From an optimization exercise on the open Yosys and OpenROAD flow, aimed at small area and a short achievable clock period; shortcuts taken in it are not production practice. Where RTL was checked, it was by simulation tests only, not by an equivalence proof against the original.

## amber
// LDL_crc32_dn_check
module LDL_crc32_dn_check #(parameter NUM = 16)(
  input  [8*NUM -1:0]        data,  
  input  [$clog2(NUM) -1:0]  bnum,  
  input         valid,
  input         eof  ,
  output reg    err  ,
  input         rst_n,
  input         clk
);
Size in the first run: about 33 flip-flops, roughly 10,000 um^2 of cells after synthesis.
export LEC_CHECK = 0
export ABC_CLOCK_PERIOD_IN_PS = 1500
export CAP_MARGIN = 20
export CORE_MARGIN = 2
export CORE_UTILIZATION = 50
export SLEW_MARGIN = 20
export SYNTH_HIERARCHICAL = 1
export SYNTH_MINIMUM_KEEP_SIZE = 0
create_clock -name core_clock -period 24.0 [get_ports {clk}]
standard.sh (not shown) runs the stock make flow with config.mk's settings and CLKGATE_MAP_FILE= SYNTH_SCRIPT=/design/flow/synth_recipe.tcl, a recipe that flattens the netlist after the stock synthesis.
==> flow/flow/run.sh <==
#!/bin/bash
set -euo pipefail
export BUFFER_PORTS_ARGS="-buffer_cell sky130_fd_sc_hd__buf_1"
bash standard.sh SETUP_SLACK_MARGIN=14 finish > make_finish.log 2>&1
amber: no failed stages, no open violations at the end
[inputs] yarrow vs amber
# amber
export LEC_CHECK = 0
export ABC_CLOCK_PERIOD_IN_PS = 1500
export CAP_MARGIN = 20
export CORE_MARGIN = 2
export CORE_UTILIZATION = 50
export SLEW_MARGIN = 20
export SYNTH_HIERARCHICAL = 1
export SYNTH_MINIMUM_KEEP_SIZE = 0
create_clock -name core_clock -period 24.0 [get_ports {clk}]
# yarrow
export LEC_CHECK = 0
export ABC_CLOCK_PERIOD_IN_PS = 1500
export CAP_MARGIN = 20
export CORE_MARGIN = 2
export CORE_UTILIZATION = 60
export PLACE_DENSITY = 0.7
export SLEW_MARGIN = 20
export SYNTH_HIERARCHICAL = 1
export SYNTH_MINIMUM_KEEP_SIZE = 0
create_clock -name core_clock -period 24.0 [get_ports {clk}]
[summary]
yarrow finished every step from synthesis to the final layout, and the layout passed the timing, DRC and antenna checks. yarrow — non-clock buffer count 15 lower, amber as reference. Fill cell total of the finished layout went down by more than a quarter going from amber to yarrow. amber reports its start point of the critical path as bnum[1] while yarrow reports bnum[2]. Compared with amber, area of all placed cells without fillers in yarrow decreased slightly. Comparing amber and yarrow, the lower area overhead of the layout relative to synthesis was measured on yarrow.
Inputs modified between yarrow and fjord:
# yarrow
export LEC_CHECK = 0
export ABC_CLOCK_PERIOD_IN_PS = 1500
export CAP_MARGIN = 20
export CORE_MARGIN = 2
export CORE_UTILIZATION = 60
export PLACE_DENSITY = 0.7
export SLEW_MARGIN = 20
export SYNTH_HIERARCHICAL = 1
export SYNTH_MINIMUM_KEEP_SIZE = 0
create_clock -name core_clock -period 24.0 [get_ports {clk}]
# fjord
export LEC_CHECK = 0
export ABC_CLOCK_PERIOD_IN_PS = 1500
export CAP_MARGIN = 20
export CORE_MARGIN = 2
export CORE_UTILIZATION = 50
export SLEW_MARGIN = 20
export SYNTH_HIERARCHICAL = 1
export SYNTH_MINIMUM_KEEP_SIZE = 0
create_clock -name core_clock -period 24.0 [get_ports {clk}]
==> flow/flow/run.sh <==
#!/bin/bash
set -euo pipefail
export BUFFER_PORTS_ARGS="-buffer_cell sky130_fd_sc_hd__buf_1"
bash standard.sh SETUP_SLACK_MARGIN=15 finish > make_finish.log 2>&1
==> comparison <==
For latest clock arrival within the worst-skew pair, yarrow and fjord come out practically identical. fjord vs yarrow — number of well taps climbed by more than 10%. yarrow → fjord: share of the core filled with cells in the final layout rose by 3.2 points, final design instance area without fill rose by about 24%.


LDL_crc32_dn_check, a different RTL version from the one above (not shown whole).
Size in the first run: about 1200 cells after synthesis, about 140 I/O pins, roughly 9800 sq um of cells after synthesis.
// LDL_crc32_dn_check
module LDL_crc32_dn_check #(parameter NUM = 16)(
  input  [8*NUM -1:0]        data,  
  input  [$clog2(NUM) -1:0]  bnum,  
  input         valid,
  input         eof  ,
  output reg    err  ,
  input         rst_n,
  input         clk
);
clock: 24.0 ns
lec_check: 0
abc_clock_period_in_ps: 1500
cap_margin: 20
core_margin: 2
core_utilization: 50
cts_buf_list: sky130_fd_sc_hd__clkbuf_4 sky130_fd_sc_hd__clkbuf_8
place_density: 0.75
slew_margin: 20
synth_hierarchical: 1
synth_minimum_keep_size: 0
==> flow/flow/run.sh <==
#!/bin/bash
# Layout: the standard ORFS flow (standard.sh) with the standard synthesis, and these
# changes to how the rest of the layout is made:
#  - port buffers are sky130_fd_sc_hd__buf_1 cells (buffer_ports -buffer_cell) instead of
#    the delay-buffer cells buffer_ports picks by default;
#  - after synthesis, the delay cells (clkdlybuf4s*, dlygate*, dlymetal*) join the
#    platform's DONT_USE_CELLS, so placement and repair do not use them;
set -euo pipefail
bash standard.sh synth > make_synth.log 2>&1
export BUFFER_PORTS_ARGS="-buffer_cell sky130_fd_sc_hd__buf_1"
DU="sky130_fd_sc_hd__probe_p_8 sky130_fd_sc_hd__probec_p_8 sky130_fd_sc_hd__lpflow_bleeder_1 sky130_fd_sc_hd__lpflow_clkbufkapwr_1 sky130_fd_sc_hd__lpflow_clkbufkapwr_16 sky130_fd_sc_hd__lpflow_clkbufkapwr_2 sky130_fd_sc_hd__lpflow_clkbufkapwr_4 sky130_fd_sc_hd__lpflow_clkbufkapwr_8 sky130_fd_sc_hd__lpflow_clkinvkapwr_1 sky130_fd_sc_hd__lpflow_clkinvkapwr_16 sky130_fd_sc_hd__lpflow_clkinvkapwr_2 sky130_fd_sc_hd__lpflow_clkinvkapwr_4 sky130_fd_sc_hd__lpflow_clkinvkapwr_8 sky130_fd_sc_hd__lpflow_decapkapwr_12 sky130_fd_sc_hd__lpflow_decapkapwr_3 sky130_fd_sc_hd__lpflow_decapkapwr_4 sky130_fd_sc_hd__lpflow_decapkapwr_6 sky130_fd_sc_hd__lpflow_decapkapwr_8 sky130_fd_sc_hd__lpflow_inputiso0n_1 sky130_fd_sc_hd__lpflow_inputiso0p_1 sky130_fd_sc_hd__lpflow_inputiso1n_1 sky130_fd_sc_hd__lpflow_inputiso1p_1 sky130_fd_sc_hd__lpflow_inputisolatch_1 sky130_fd_sc_hd__lpflow_isobufsrc_1 sky130_fd_sc_hd__lpflow_isobufsrc_16 sky130_fd_sc_hd__lpflow_isobufsrc_2 sky130_fd_sc_hd__lpflow_isobufsrc_4 sky130_fd_sc_hd__lpflow_isobufsrc_8 sky130_fd_sc_hd__lpflow_isobufsrckapwr_16 sky130_fd_sc_hd__lpflow_lsbuf_lh_hl_isowell_tap_1 sky130_fd_sc_hd__lpflow_lsbuf_lh_hl_isowell_tap_2 sky130_fd_sc_hd__lpflow_lsbuf_lh_hl_isowell_tap_4 sky130_fd_sc_hd__lpflow_lsbuf_lh_isowell_4 sky130_fd_sc_hd__lpflow_lsbuf_lh_isowell_tap_1 sky130_fd_sc_hd__lpflow_lsbuf_lh_isowell_tap_2 sky130_fd_sc_hd__lpflow_lsbuf_lh_isowell_tap_4"
DU="$DU sky130_fd_sc_hd__clkdlybuf4s15_1 sky130_fd_sc_hd__clkdlybuf4s15_2 sky130_fd_sc_hd__clkdlybuf4s18_1 sky130_fd_sc_hd__clkdlybuf4s18_2 sky130_fd_sc_hd__clkdlybuf4s25_1 sky130_fd_sc_hd__clkdlybuf4s25_2 sky130_fd_sc_hd__clkdlybuf4s50_1 sky130_fd_sc_hd__clkdlybuf4s50_2 sky130_fd_sc_hd__dlygate4sd1_1 sky130_fd_sc_hd__dlygate4sd2_1 sky130_fd_sc_hd__dlygate4sd3_1 sky130_fd_sc_hd__dlymetal6s2s_1 sky130_fd_sc_hd__dlymetal6s4s_1 sky130_fd_sc_hd__dlymetal6s6s_1"
bash standard.sh "DONT_USE_CELLS=$DU" SETUP_SLACK_MARGIN=14 finish > make_finish.log 2>&1
The first run finished clean.
==> next run, changes <==
Settings changed: GPL_ROUTABILITY_DRIVEN set to 0.
First-iteration DRC count went up by 37%.
Flip-flop and latch count is unchanged.
Core utilization went up by 0.64 points.
Global-route usage went down by 6.8 points.
Hold slack gets worse by 0.012 ns.
Final area went up by 1.1%.
No functional check of the RTL was part of any run of this note.


== job 7008 ==
LDL_crc32_dn_check, a different RTL version from the one above (not shown whole).
For scale: about 1100 cells after synthesis, about 33 flip-flops.
## LDL_crc32_dn_check
module LDL_crc32_dn_check #(parameter NUM = 16)(
  input  [8*NUM -1:0]        data,  
  input  [$clog2(NUM) -1:0]  bnum,  
  input         valid,
  input         eof  ,
  output reg    err  ,
  input         rst_n,
  input         clk
);
clock: 24.0 ns
lec_check: 0
abc_clock_period_in_ps: 1500
cap_margin: 20
core_margin: 2
core_utilization: 50
cts_buf_list: sky130_fd_sc_hd__clkbuf_4 sky130_fd_sc_hd__clkbuf_8
gpl_routability_driven: 0
place_density: 0.65
slew_margin: 20
synth_hierarchical: 1
synth_minimum_keep_size: 0
Scripts as last shown in full above: flow/flow/run.sh
--- input diff job 7008..job 6731 ---
# job 7008
export LEC_CHECK = 0
export ABC_CLOCK_PERIOD_IN_PS = 1500
export CAP_MARGIN = 20
export CORE_MARGIN = 2
export CORE_UTILIZATION = 50
export CTS_BUF_LIST = sky130_fd_sc_hd__clkbuf_4 sky130_fd_sc_hd__clkbuf_8
export GPL_ROUTABILITY_DRIVEN = 0
export PLACE_DENSITY = 0.65
export SLEW_MARGIN = 20
export SYNTH_HIERARCHICAL = 1
export SYNTH_MINIMUM_KEEP_SIZE = 0
create_clock -name core_clock -period 24.0 [get_ports {clk}]
# job 6731
export LEC_CHECK = 0
export ABC_CLOCK_PERIOD_IN_PS = 1500
export CAP_MARGIN = 20
export CORE_MARGIN = 2
export CORE_UTILIZATION = 50
export CTS_BUF_LIST = sky130_fd_sc_hd__clkbuf_4 sky130_fd_sc_hd__clkbuf_8
export PLACE_DENSITY = 0.75
export SLEW_MARGIN = 20
export SYNTH_HIERARCHICAL = 1
export SYNTH_MINIMUM_KEEP_SIZE = 0
create_clock -name core_clock -period 24.0 [get_ports {clk}]
==> comparison <==
Job 6731: all stages complete, timing, DRC and antenna checks passed
Taking job 7008 as the reference, in job 6731 cell area now sits at about the same level, fmax now sits lower.
The global-route wire length before repair of job 6731 exceeds that of job 7008 by 9.8%.
On share of layout cells above drive strength 1, job 6731 and job 7008 are basically level.
When job 6731 is measured against job 7008, its non-clock buffer count turns out about 10% higher.
Summary — portion of the clock cycle consumed by the worst path in the final layout, job 6731 relative to job 7008: higher, by 0.58 points.
Comparing routed wire length for job 6731 and job 7008, the bigger number came from job 6731.
> inputs changed (job 6731 -> job 3339)
# job 6731
export LEC_CHECK = 0
export ABC_CLOCK_PERIOD_IN_PS = 1500
export CAP_MARGIN = 20
export CORE_MARGIN = 2
export CORE_UTILIZATION = 50
export CTS_BUF_LIST = sky130_fd_sc_hd__clkbuf_4 sky130_fd_sc_hd__clkbuf_8
export PLACE_DENSITY = 0.75
export SLEW_MARGIN = 20
export SYNTH_HIERARCHICAL = 1
export SYNTH_MINIMUM_KEEP_SIZE = 0
create_clock -name core_clock -period 24.0 [get_ports {clk}]
# job 3339
export LEC_CHECK = 0
export ABC_CLOCK_PERIOD_IN_PS = 1500
export CAP_MARGIN = 20
export CORE_MARGIN = 2
export CORE_UTILIZATION = 50
export CTS_BUF_LIST = sky130_fd_sc_hd__clkbuf_4 sky130_fd_sc_hd__clkbuf_8
export GPL_ROUTABILITY_DRIVEN = 0
export PLACE_DENSITY = 0.75
export SLEW_MARGIN = 20
export SYNTH_HIERARCHICAL = 1
export SYNTH_MINIMUM_KEEP_SIZE = 0
create_clock -name core_clock -period 24.0 [get_ports {clk}]
diff --git a/flow/flow/run.sh b/flow/flow/run.sh
--- a/flow/flow/run.sh
+++ b/flow/flow/run.sh
@@ -11,3 +11,3 @@
 DU="sky130_fd_sc_hd__probe_p_8 sky130_fd_sc_hd__probec_p_8 sky130_fd_sc_hd__lpflow_bleeder_1 sky130_fd_sc_hd__lpflow_clkbufkapwr_1 sky130_fd_sc_hd__lpflow_clkbufkapwr_16 sky130_fd_sc_hd__lpflow_clkbufkapwr_2 sky130_fd_sc_hd__lpflow_clkbufkapwr_4 sky130_fd_sc_hd__lpflow_clkbufkapwr_8 sky130_fd_sc_hd__lpflow_clkinvkapwr_1 sky130_fd_sc_hd__lpflow_clkinvkapwr_16 sky130_fd_sc_hd__lpflow_clkinvkapwr_2 sky130_fd_sc_hd__lpflow_clkinvkapwr_4 sky130_fd_sc_hd__lpflow_clkinvkapwr_8 sky130_fd_sc_hd__lpflow_decapkapwr_12 sky130_fd_sc_hd__lpflow_decapkapwr_3 sky130_fd_sc_hd__lpflow_decapkapwr_4 sky130_fd_sc_hd__lpflow_decapkapwr_6 sky130_fd_sc_hd__lpflow_decapkapwr_8 sky130_fd_sc_hd__lpflow_inputiso0n_1 sky130_fd_sc_hd__lpflow_inputiso0p_1 sky130_fd_sc_hd__lpflow_inputiso1n_1 sky130_fd_sc_hd__lpflow_inputiso1p_1 sky130_fd_sc_hd__lpflow_inputisolatch_1 sky130_fd_sc_hd__lpflow_isobufsrc_1 sky130_fd_sc_hd__lpflow_isobufsrc_16 sky130_fd_sc_hd__lpflow_isobufsrc_2 sky130_fd_sc_hd__lpflow_isobufsrc_4 sky130_fd_sc_hd__lpflow_isobufsrc_8 sky130_fd_sc_hd__lpflow_isobufsrckapwr_16 sky130_fd_sc_hd__lpflow_lsbuf_lh_hl_isowell_tap_1 sky130_fd_sc_hd__lpflow_lsbuf_lh_hl_isowell_tap_2 sky130_fd_sc_hd__lpflow_lsbuf_lh_hl_isowell_tap_4 sky130_fd_sc_hd__lpflow_lsbuf_lh_isowell_4 sky130_fd_sc_hd__lpflow_lsbuf_lh_isowell_tap_1 sky130_fd_sc_hd__lpflow_lsbuf_lh_isowell_tap_2 sky130_fd_sc_hd__lpflow_lsbuf_lh_isowell_tap_4"
 DU="$DU sky130_fd_sc_hd__clkdlybuf4s15_1 sky130_fd_sc_hd__clkdlybuf4s15_2 sky130_fd_sc_hd__clkdlybuf4s18_1 sky130_fd_sc_hd__clkdlybuf4s18_2 sky130_fd_sc_hd__clkdlybuf4s25_1 sky130_fd_sc_hd__clkdlybuf4s25_2 sky130_fd_sc_hd__clkdlybuf4s50_1 sky130_fd_sc_hd__clkdlybuf4s50_2 sky130_fd_sc_hd__dlygate4sd1_1 sky130_fd_sc_hd__dlygate4sd2_1 sky130_fd_sc_hd__dlygate4sd3_1 sky130_fd_sc_hd__dlymetal6s2s_1 sky130_fd_sc_hd__dlymetal6s4s_1 sky130_fd_sc_hd__dlymetal6s6s_1"
-bash standard.sh "DONT_USE_CELLS=$DU" SETUP_SLACK_MARGIN=14 finish > make_finish.log 2>&1
+bash standard.sh "DONT_USE_CELLS=$DU" SETUP_SLACK_MARGIN=14.5 finish > make_finish.log 2>&1
## What came out
Between job 3339 and job 6731, it is job 3339 whose final period utilization is lower, by 1.7 points.
Number of remaining DRC errors: job 6731 vs job 3339 identical
Compared with job 6731, job 3339 shows a delay of the slowest cell on the worst path that is 0.30 ns lower.
The higher number of buffers inserted by post-CTS setup repair came out of job 3339.
Compared job 3339 vs job 6731, and final worst-path setup slack is up in job 3339.
Total length of routed wires (job 3339 vs. job 6731) decreases by more than 10%
Summary: with job 6731 as the reference, design area in job 3339 moved up by a few percent.
Sequential share of layout area was lower in the run labelled job 3339.
Die area: job 6731 vs job 3339 identical
NOTE: worst hold slack in job 3339 falls short of that of job 6731
Per-cell via count in the routed design (higher): job 3339
--- input diff job 3339..job 1912 ---
diff --git a/flow/flow/run.sh b/flow/flow/run.sh
--- a/flow/flow/run.sh
+++ b/flow/flow/run.sh
@@ -11,3 +11,3 @@
 DU="sky130_fd_sc_hd__probe_p_8 sky130_fd_sc_hd__probec_p_8 sky130_fd_sc_hd__lpflow_bleeder_1 sky130_fd_sc_hd__lpflow_clkbufkapwr_1 sky130_fd_sc_hd__lpflow_clkbufkapwr_16 sky130_fd_sc_hd__lpflow_clkbufkapwr_2 sky130_fd_sc_hd__lpflow_clkbufkapwr_4 sky130_fd_sc_hd__lpflow_clkbufkapwr_8 sky130_fd_sc_hd__lpflow_clkinvkapwr_1 sky130_fd_sc_hd__lpflow_clkinvkapwr_16 sky130_fd_sc_hd__lpflow_clkinvkapwr_2 sky130_fd_sc_hd__lpflow_clkinvkapwr_4 sky130_fd_sc_hd__lpflow_clkinvkapwr_8 sky130_fd_sc_hd__lpflow_decapkapwr_12 sky130_fd_sc_hd__lpflow_decapkapwr_3 sky130_fd_sc_hd__lpflow_decapkapwr_4 sky130_fd_sc_hd__lpflow_decapkapwr_6 sky130_fd_sc_hd__lpflow_decapkapwr_8 sky130_fd_sc_hd__lpflow_inputiso0n_1 sky130_fd_sc_hd__lpflow_inputiso0p_1 sky130_fd_sc_hd__lpflow_inputiso1n_1 sky130_fd_sc_hd__lpflow_inputiso1p_1 sky130_fd_sc_hd__lpflow_inputisolatch_1 sky130_fd_sc_hd__lpflow_isobufsrc_1 sky130_fd_sc_hd__lpflow_isobufsrc_16 sky130_fd_sc_hd__lpflow_isobufsrc_2 sky130_fd_sc_hd__lpflow_isobufsrc_4 sky130_fd_sc_hd__lpflow_isobufsrc_8 sky130_fd_sc_hd__lpflow_isobufsrckapwr_16 sky130_fd_sc_hd__lpflow_lsbuf_lh_hl_isowell_tap_1 sky130_fd_sc_hd__lpflow_lsbuf_lh_hl_isowell_tap_2 sky130_fd_sc_hd__lpflow_lsbuf_lh_hl_isowell_tap_4 sky130_fd_sc_hd__lpflow_lsbuf_lh_isowell_4 sky130_fd_sc_hd__lpflow_lsbuf_lh_isowell_tap_1 sky130_fd_sc_hd__lpflow_lsbuf_lh_isowell_tap_2 sky130_fd_sc_hd__lpflow_lsbuf_lh_isowell_tap_4"
 DU="$DU sky130_fd_sc_hd__clkdlybuf4s15_1 sky130_fd_sc_hd__clkdlybuf4s15_2 sky130_fd_sc_hd__clkdlybuf4s18_1 sky130_fd_sc_hd__clkdlybuf4s18_2 sky130_fd_sc_hd__clkdlybuf4s25_1 sky130_fd_sc_hd__clkdlybuf4s25_2 sky130_fd_sc_hd__clkdlybuf4s50_1 sky130_fd_sc_hd__clkdlybuf4s50_2 sky130_fd_sc_hd__dlygate4sd1_1 sky130_fd_sc_hd__dlygate4sd2_1 sky130_fd_sc_hd__dlygate4sd3_1 sky130_fd_sc_hd__dlymetal6s2s_1 sky130_fd_sc_hd__dlymetal6s4s_1 sky130_fd_sc_hd__dlymetal6s6s_1"
-bash standard.sh "DONT_USE_CELLS=$DU" SETUP_SLACK_MARGIN=14.5 finish > make_finish.log 2>&1
+bash standard.sh "DONT_USE_CELLS=$DU" SETUP_SLACK_MARGIN=13.5 finish > make_finish.log 2>&1
==> comparison <==
- Sort job 3339 and job 1912 by global routing met3 resource utilization, ascending, and job 1912 comes first.
- Job 1912 vs job 3339 — worst path setup slack after routing dropped 0.80 ns.
- When job 1912 is set beside job 3339, its post-detailed-routing wire length turns out to be 3.8% smaller.

port drivers added, routing unchanged:
The flow's constraints put no driver on any port. The routed layouts listed below were extracted and timed again, unchanged, in two steps. Step 1 (the two cells are an assumption about what drives the block):
set clk [get_ports {clk}]
set_driving_cell -lib_cell sky130_fd_sc_hd__clkbuf_16 $clk
set_driving_cell -lib_cell sky130_fd_sc_hd__buf_2 [delete_from_list [all_inputs] $clk]
Step 2 moves the port delays by t, midway between the first and last clock arrival at a register: inputs arrive t later, outputs are due t later. That takes back most of the time a late clock gives input paths. a / b / c = ideal ports / drivers / drivers and shift; a / b = the first two.
| run | t (ns) | setup WS [ns] | worst setup path at the end | worst slew at a driven data input, ns |
|---|---|---|---|---|
| amber | 0.312 | 13.994 / 13.991 / 13.679 | input to register | 0.05 |
| yarrow | 0.321 | 14.012 / 14.025 / 13.705 | input to register | 0.06 |
| fjord | 0.314 | 14.809 / 14.812 / 14.498 | input to register | 0.05 |
| the first run of note 2 | 0.324 | 14.011 / 14.009 / 13.685 | input to register | 0.05 |
| the second run of note 2 | 0.327 | 13.926 / 13.937 / 13.610 | input to register | 0.04 |
| job 7008 | 0.316 | 14.149 / 14.153 / 13.838 | input to register | 0.04 |
| job 6731 | 0.318 | 14.011 / 14.013 / 13.696 | input to register | 0.05 |
| job 3339 | 0.312 | 14.413 / 14.418 / 14.106 | input to register | 0.04 |
| job 1912 | 0.310 | 13.613 / 13.615 / 13.305 | input to register | 0.04 |
After both steps setup and hold are still met in every run listed. For the first run of note 2, which loses most, drivers alone change the setup slack by -0.002 ns; drivers and shift together by -0.326 ns.
